This design comes from an exercise in tuning for small area, a short achievable clock period and few clock cycles per item on the open sky130 flow, not from production work. No activity file was given, so power comes from the tool's default toggle rates.

Setup of main:
==> flow/design.v (excerpt) <==
module dot(input logic clk, input logic rst_n,
          output logic slave_waitrequest,
          input logic [3:0] slave_address,
          input logic slave_read, output logic [31:0] slave_readdata,
          input logic slave_write, input logic [31:0] slave_writedata,
          input logic master_waitrequest,
          output logic [31:0] master_address,
          output logic master_read, input logic [31:0] master_readdata, input logic master_readdatavalid,
          output logic master_write, output logic [31:0] master_writedata);
logic [31:0] wbase, xbase;
logic [15:0] len;
logic        busy;       
logic        issuing;    
logic [15:0] nic;        
logic        nph;        
logic [2:0]  oc;         
logic        rph;        
logic        pa, pb;     
logic        ready;      
logic [31:0] wr, xr;
logic [15:0] br;         
logic        xs;         
logic        c16;
logic [3:0]  gq;         
logic [3:1]  pq;         
logic [31:0] as_r, ac_r;
logic accept, load, start, wvalid;
assign accept = master_read & ~master_waitrequest;
assign start  = slave_write & (slave_address == 4'd0) & ~busy;
assign load   = busy & issuing & (~master_read | accept) & (oc <= 3'd5);
assign wvalid = master_readdatavalid & rph;
logic [31:0] next_addr;
assign next_addr = (nph ? wbase : xbase) + {14'd0, nic, 2'b00};
always_ff @(posedge clk) begin
   if (!rst_n) begin
      wbase <= 0; xbase <= 0; len <= 0;
      busy <= 0; issuing <= 0; nic <= 0; nph <= 0; oc <= 0; rph <= 0;
      pa <= 0; pb <= 0; ready <= 0;
      master_read <= 0; master_address <= 0;
   end else begin
      if (!busy && slave_write) begin
         case (slave_address)
            4'd2: wbase <= slave_writedata;
            4'd3: xbase <= slave_writedata;
            4'd5: len <= slave_writedata[15:0];
            default: ;
         endcase
      end
      if (start) begin
         busy <= 1;
         issuing <= (len != 0);
         nic <= 0; nph <= 0; rph <= 0;
      end else if (busy && slave_read && !slave_waitrequest) begin
         busy <= 0;
      end
      if (load) begin
         master_read <= 1;
         master_address <= next_addr;
         nph <= ~nph;
         if (nph) nic <= nic + 1'b1;
         if (nph && (nic + 1'b1 == len)) issuing <= 0;
      end else if (accept) begin
  ...
For scale: ~2800 cells after synthesis, roughly 0.028 mm2 of cells after synthesis.
clock: 11.0 ns
lec_check: 0
cap_margin: 20
core_margin: 2
core_utilization: 40
place_density: 0.6
slew_margin: 20
synth_hierarchical: 1
synth_minimum_keep_size: 0
run.sh (not shown) runs the stock make flow with config.mk's settings and CLKGATE_MAP_FILE= SYNTH_SCRIPT=/design/flow/synth_recipe.tcl, a recipe that flattens the netlist after the stock synthesis.
#### Input delta (the feature branch over main)
diff --git a/flow/design.v b/flow/design.v
--- a/flow/design.v
+++ b/flow/design.v
@@ -13,14 +13,15 @@
 logic        issuing;    
 logic [15:0] nic;        
 logic        nph;        
 logic [2:0]  oc;         
 logic        rph;        
 logic        pa, pb;     
 logic        ready;      
+logic        clr;        
 logic [31:0] wr, xr;
 logic [15:0] br;         
 logic        xs;         
 logic        c16;
 logic [3:0]  gq;         
 logic [3:1]  pq;         
 logic [31:0] as_r, ac_r;
@@ -31,15 +32,15 @@
 assign wvalid = master_readdatavalid & rph;
 logic [31:0] next_addr;
 assign next_addr = (nph ? wbase : xbase) + {14'd0, nic, 2'b00};
 always_ff @(posedge clk) begin
    if (!rst_n) begin
       wbase <= 0; xbase <= 0; len <= 0;
       busy <= 0; issuing <= 0; nic <= 0; nph <= 0; oc <= 0; rph <= 0;
-      pa <= 0; pb <= 0; ready <= 0;
+      pa <= 0; pb <= 0; ready <= 0; clr <= 0;
       master_read <= 0; master_address <= 0;
    end else begin
       if (!busy && slave_write) begin
          case (slave_address)
             4'd2: wbase <= slave_writedata;
             4'd3: xbase <= slave_writedata;
             4'd5: len <= slave_writedata[15:0];
@@ -62,27 +63,30 @@
       end else if (accept) begin
          master_read <= 0;
       end
       oc <= oc + {2'b0, accept} - {2'b0, master_readdatavalid};
       if (master_readdatavalid) rph <= ~rph;
       pa <= wvalid;
       pb <= pa;
-      ready <= busy & ~start & ~issuing & ~master_read & (oc == 0) & ~pa & ~pb & ~wvalid
+      clr <= start;
+      ready <= busy & ~start & ~clr & ~issuing & ~master_read & (oc == 0) & ~pa & ~pb & ~wvalid
                & ~(|(as_r & ac_r));
    end
 end
 always_ff @(posedge clk) begin
    if (master_readdatavalid & ~rph) xr <= master_readdata;
    if (wvalid) wr <= master_readdata;
    br <= wvalid ? xr[15:0] : pa ? xr[31:16] : 16'd0;
 end
 assign xs = xr[31];
 logic [47:0] as_in_n, ac_in_n, ts_n, tc_n;
-assign as_in_n = ~(pa ? {as_r, 16'd0} : {16'd0, as_r});
-assign ac_in_n = ~(pa ? {ac_r, 16'd0} : {16'd0, ac_r});
+logic sel_lo;
+assign sel_lo = ~pa & ~clr;
+assign as_in_n = ~(({48{pa}} & {as_r, 16'd0}) | ({48{sel_lo}} & {16'd0, as_r}));
+assign ac_in_n = ~(({48{pa}} & {ac_r, 16'd0}) | ({48{sel_lo}} & {16'd0, ac_r}));
 logic t629;
 logic t630;
 logic t633;
 logic t634;
 logic t637;
 logic t638;
 logic t641;
@@ -1892,21 +1896,16 @@
                  | (p[4*gi+3] & p[4*gi+2] & p[4*gi+1] & g[4*gi]);
    assign pp[gi] = &p[4*gi +: 4];
 end endgenerate
 assign c16 = gq[3] | (pq[3] & gq[2]) | (pq[3] & pq[2] & gq[1]) | (pq[3] & pq[2] & pq[1] & gq[0]);
 always_ff @(posedge clk) begin
    gq <= pa ? gg : 4'd0;
    pq <= pa ? pp[3:1] : 3'd0;
-   if (start) begin
-      as_r <= 0;
-      ac_r <= 0;
-   end else begin
-      as_r <= ~(pa ? ts_n[47:16] : ts_n[31:0]);
-      ac_r <= ~(pa ? tc_n[47:16] : tc_n[31:0]);
-   end
+   as_r <= ~(pa ? ts_n[47:16] : ts_n[31:0]);
+   ac_r <= ~(pa ? tc_n[47:16] : tc_n[31:0]);
 end
 assign slave_waitrequest = busy & ~ready;
 assign slave_readdata = as_r | ac_r;
 assign master_write = 1'b0;
 assign master_writedata = 32'd0;
 endmodule
 module dot_fa(input logic a, input logic b, input logic c, output logic s, output logic co);
## What came out
- Compound-cell area share of the yosys netlist (higher): main
- Changes observed in the feature branch relative to main: routed wire length fell by 1200 um; total design power shrank by 470 uW; switching portion of total power about even; relative contribution of the clock network to total power decreased by 0.5 points relative to the old numbers.
Function was not checked in any run of this note: the RTL went through the layout flow alone.

-- port drivers added, routing unchanged --
No port has a modelled driver above. Below, the same layouts with a new extraction and two added sets of constraints. Step 1 (the two cells are an assumption about what drives the block):
set clk [get_ports {clk}]
set_driving_cell -lib_cell sky130_fd_sc_hd__clkbuf_16 $clk
set_driving_cell -lib_cell sky130_fd_sc_hd__buf_2 [delete_from_list [all_inputs] $clk]
Step 2 moves the port delays by t, midway between the first and last clock arrival at a register: inputs arrive t later, outputs are due t later. That takes back most of the time a late clock gives input paths. Slacks: ideal ports / drivers / drivers and shift; pairs: ideal ports / drivers.
run | t, ns | setup slack, ns | cell pins on the clock port's net
main | 0.633 | 5.843 / 5.843 / 5.843 | 1
the feature branch | 0.625 | 5.074 / 5.074 / 5.074 | 1
After both steps setup and hold are still met in every run listed.
